Context: an optimization exercise on an open-source flow, tuned for small area. The choices shown serve that exercise and are no tape-out recipe. Where RTL was checked, it was by simulation tests only, not by an equivalence proof against the original. The clock port is modelled as an ideal driver, which makes a skipped or thinned clock tree look cheaper than it is; a real chip needs a root buffer or a tree. Power figures rest on the tool's default switching activity, not on a simulated workload.

==> module divisorDeReloj, before the edit <==
module divisorDeReloj(
    input relojNexys2,
    input rst,
    output pulsoReloj
    );
	reg [16:0] q;
	wire ceros = ~|q[15:0];
	always @(posedge relojNexys2, posedge rst)
	begin
		if (rst)
			q <= 17'h00204;
		else
			q <= {q[15:0], q[16] ^ q[13] ^ ceros};
	end
	assign pulsoReloj = ceros & ~q[16];
endmodule
Settings: LEC_CHECK=0, CAP_MARGIN=20, CORE_AREA=2.3 2.72 57.5 57.12, DIE_AREA=0 0 60 60, SLEW_MARGIN=20; clock period 20.0 ns.
standard.sh (not shown) runs the stock make flow with config.mk's settings and CLKGATE_MAP_FILE= SYNTH_SCRIPT=/design/flow/synth_recipe.tcl, a recipe that flattens the netlist after the stock synthesis.
==> flow/flow/run.sh <==
#!/bin/bash
# Own layout flow: the standard flow (standard.sh) with these changes:
#  - synthesis runs the standard flow's synthesis script unchanged, except that Yosys's abc call
#    uses the area-oriented ABC script in flow/area.abc instead of ORFS's speed script,
#    and Yosys does not map half/full adders to adder cells before ABC;
#  - port buffers are the smallest buffer cell (buf_1) instead of ORFS's default choice;
#  - the two constant outputs share one tie cell (SKIP_REPAIR_TIE_FANOUT=1);
#  - after CTS, the clock tree's leaf buffers are removed and its root buffer, resized to
#    buf_6, drives all 19 flip-flops directly (flow/one_clock_buffer.tcl). Every flip-flop
#    then gets the clock through the same single buffer.
# Each tool's full output stays in this folder: *.log here, per-step logs in orfs/logs.
set -euo pipefail
here=$(pwd)
{
  echo "set ::my_abc_script $here/flow/area.abc"
  cat "$here/flow/abc_override.tcl"
  cat "$here/synth_recipe.tcl"
} > "$here/own_synth.tcl"
export BUFFER_PORTS_ARGS="-buffer_cell sky130_fd_sc_hd__buf_1"
export CTS_ARGS="-sink_clustering_enable -repair_clock_nets -dont_use_dummy_load -sink_clustering_size 30 -sink_clustering_max_diameter 300 -root_buf sky130_fd_sc_hd__clkbuf_4 -buf_list sky130_fd_sc_hd__clkbuf_4"
args=(SYNTH_SCRIPT="$here/own_synth.tcl" ADDER_MAP_FILE= SKIP_REPAIR_TIE_FANOUT=1)
bash standard.sh "${args[@]}" cts > "$here/standard_to_cts.log" 2>&1
export RESULTS_DIR="$here/orfs/results/$FLOW_PLATFORM/relojContadorAritmeticaMuxDisp7SegTLD/base"
export CLOCK_PORT=clkNexys2
export ROOT_CLOCK_BUFFER=${ROOT_CLOCK_BUFFER:-sky130_fd_sc_hd__buf_6}
openroad -no_init -exit "$here/flow/one_clock_buffer.tcl" > "$here/one_clock_buffer.log" 2>&1
bash standard.sh "${args[@]}" finish > "$here/standard_finish.log" 2>&1
Other scripts of this flow, unchanged in this note and not shown: flow/flow/abc_override.tcl, flow/flow/area.abc, flow/flow/one_clock_buffer.tcl
The first run completed with no timing, DRC or antenna violations.
Edit:
--- a/flow/design.v
+++ b/flow/design.v
@@ -9,9 +9,9 @@
 	begin
 		if (rst)
 			q <= 17'h00204;
 		else
-			q <= {q[15:0], q[16] ^ q[13] ^ ceros};
+			q <= {q[15:0], q[16] ^ (q[13] | ceros)};
 	end
 	assign pulsoReloj = ceros & ~q[16];
 endmodule
 module contadorSelector(
After rerunning: The new run finished with timing, DRC and antenna clean; power came out higher by 0.40%; first-iteration DRC count went down by 50%; fmax stays flat; clock power is about the same; wire length went up by 4.1%; worst setup slack got worse by 0.032 ns; critical path depth is unchanged; utilization hardly moves; non-clock buffer count is unchanged; worst hold slack barely changes; sequential power stays flat; final area barely changes; cell count is higher by 0.76%; synthesized area barely changes.
Only the layout flow was run in the second run of this note; the RTL was not checked for function there.

* * *

## before
relojContadorAritmeticaMuxDisp7SegTLD, a different RTL version from the one above (not shown whole).
For scale: about 19 flip-flops, ~24 I/O pins, roughly 920 µm² of cells after synthesis.
==> module divisorDeReloj, before the edit <==
module divisorDeReloj(
    input relojNexys2,
    input rst,
    output pulsoReloj
    );
	reg [16:0] q;
	wire ceros = ~|q[15:0];
	always @(posedge relojNexys2, posedge rst)
	begin
		if (rst)
			q <= 17'h00204;
		else
			q <= {q[15:0], q[16] ^ (q[13] | ceros)};
	end
	assign pulsoReloj = ceros & ~q[16];
endmodule
clock: 20.0 ns
lec_check: 0
cap_margin: 20
core_area: 2.3 2.72 57.5 57.12
die_area: 0 0 60 60
slew_margin: 20
==> flow/flow/run.sh <==
#!/bin/bash
# Own layout flow: the standard flow (standard.sh) with these changes:
#  - synthesis runs the standard flow's synthesis script unchanged, except that Yosys's abc call
#    uses the area-oriented ABC script in flow/area.abc instead of ORFS's speed script,
#    and Yosys does not map half/full adders to adder cells before ABC;
#  - port buffers are the smallest buffer cell (buf_1) instead of ORFS's default choice;
#  - after CTS, the clock tree's leaf buffers are removed and its root buffer, sized up,
#    drives all the flip-flops directly (flow/one_clock_buffer.tcl).
# Each tool's full output stays in this folder: *.log here, per-step logs in orfs/logs.
set -euo pipefail
here=$(pwd)
{
  echo "set ::my_abc_script $here/flow/area.abc"
  cat "$here/flow/abc_override.tcl"
  cat "$here/synth_recipe.tcl"
} > "$here/own_synth.tcl"
export BUFFER_PORTS_ARGS="-buffer_cell sky130_fd_sc_hd__buf_1"
export CTS_ARGS="-sink_clustering_enable -repair_clock_nets -dont_use_dummy_load -sink_clustering_size 30 -sink_clustering_max_diameter 300 -root_buf sky130_fd_sc_hd__clkbuf_4 -buf_list sky130_fd_sc_hd__clkbuf_4"
args=(SYNTH_SCRIPT="$here/own_synth.tcl" ADDER_MAP_FILE= SKIP_REPAIR_TIE_FANOUT=1)
bash standard.sh "${args[@]}" cts > "$here/standard_to_cts.log" 2>&1
export RESULTS_DIR="$here/orfs/results/$FLOW_PLATFORM/relojContadorAritmeticaMuxDisp7SegTLD/base"
export CLOCK_PORT=clkNexys2
export ROOT_CLOCK_BUFFER=${ROOT_CLOCK_BUFFER:-sky130_fd_sc_hd__clkbuf_8}
openroad -no_init -exit "$here/flow/one_clock_buffer.tcl" > "$here/one_clock_buffer.log" 2>&1
bash standard.sh "${args[@]}" finish > "$here/standard_finish.log" 2>&1
Other scripts of this flow, unchanged in this note and not shown: flow/flow/abc_override.tcl, flow/flow/area.abc, flow/flow/one_clock_buffer.tcl
Looking at the reports, before completed the entire flow and the layout it produced met the timing, design-rule and antenna checks.
[inputs] after vs before
diff --git a/flow/design.v b/flow/design.v
--- a/flow/design.v
+++ b/flow/design.v
@@ -11,5 +11,5 @@
 			q <= 17'h00204;
 		else
-			q <= {q[15:0], q[16] ^ (q[13] | ceros)};
+			q <= {q[15:0], q[16] ^ q[13] ^ ceros};
 	end
 	assign pulsoReloj = ceros & ~q[16];
### Flow results
- Compared with before, in after number of standard cells in the final layout excluding fillers shows a reduction of 1, area growth from synthesis to final layout shows no meaningful change, routed length on met1 shows a reduction of about 3.3%.
- Taking before as the reference, in after via-per-instance ratio now larger; routed length per instance moved up; worst setup slack now sits lower; count of nets after finishing dropped about 0.9%; footprint of the multi-input gates down 2.5 µm².
- Taking before as the reference, in after fmax lost 0.75 MHz, first-pass detailed-route iteration total shows an increase of 1.
- after did not stop at any stage, and its layout met the timing, design-rule and antenna checks.
No functional check of the RTL was part of before.

==> port drivers added, routing unchanged <==
The results above use ideal ports. As a check the final layouts listed here were re-extracted and re-timed, cells and wires unchanged. Step 1, drivers: a clkbuf_16 drives clkNexys2 and a buf_2 each remaining input, both assumed. Step 2 moves the port delays by t, midway between the first and last clock arrival at a register: inputs arrive t later, outputs are due t later. That takes back most of the time a late clock gives input paths. Three values: ideal, step 1, step 2; two values: the first two.
run	t (ns)	setup WS [ns]	worst hold slack (ns)	clock arrival spread, ns	worst register clock-pin slew, ns
the first run of note 1	0.154	8.278 / 8.253 / 8.253	0.390 / 0.390 / 0.390	0.003 / 0.003	0.11 / 0.11
the second run of note 1	0.155	8.246 / 8.224 / 8.224	0.390 / 0.390 / 0.390	0.003 / 0.002	0.11 / 0.11
before	0.178	8.766 / 8.743 / 8.743	0.390 / 0.390 / 0.390	0.001 / 0.001	0.10 / 0.10
after	0.175	8.670 / 8.638 / 8.638	0.386 / 0.386 / 0.386	0.004 / 0.004	0.10 / 0.10
After both steps setup and hold are still met in every run listed. For after, which loses most, drivers alone change the setup slack by -0.032 ns; drivers and shift together by -0.032 ns.
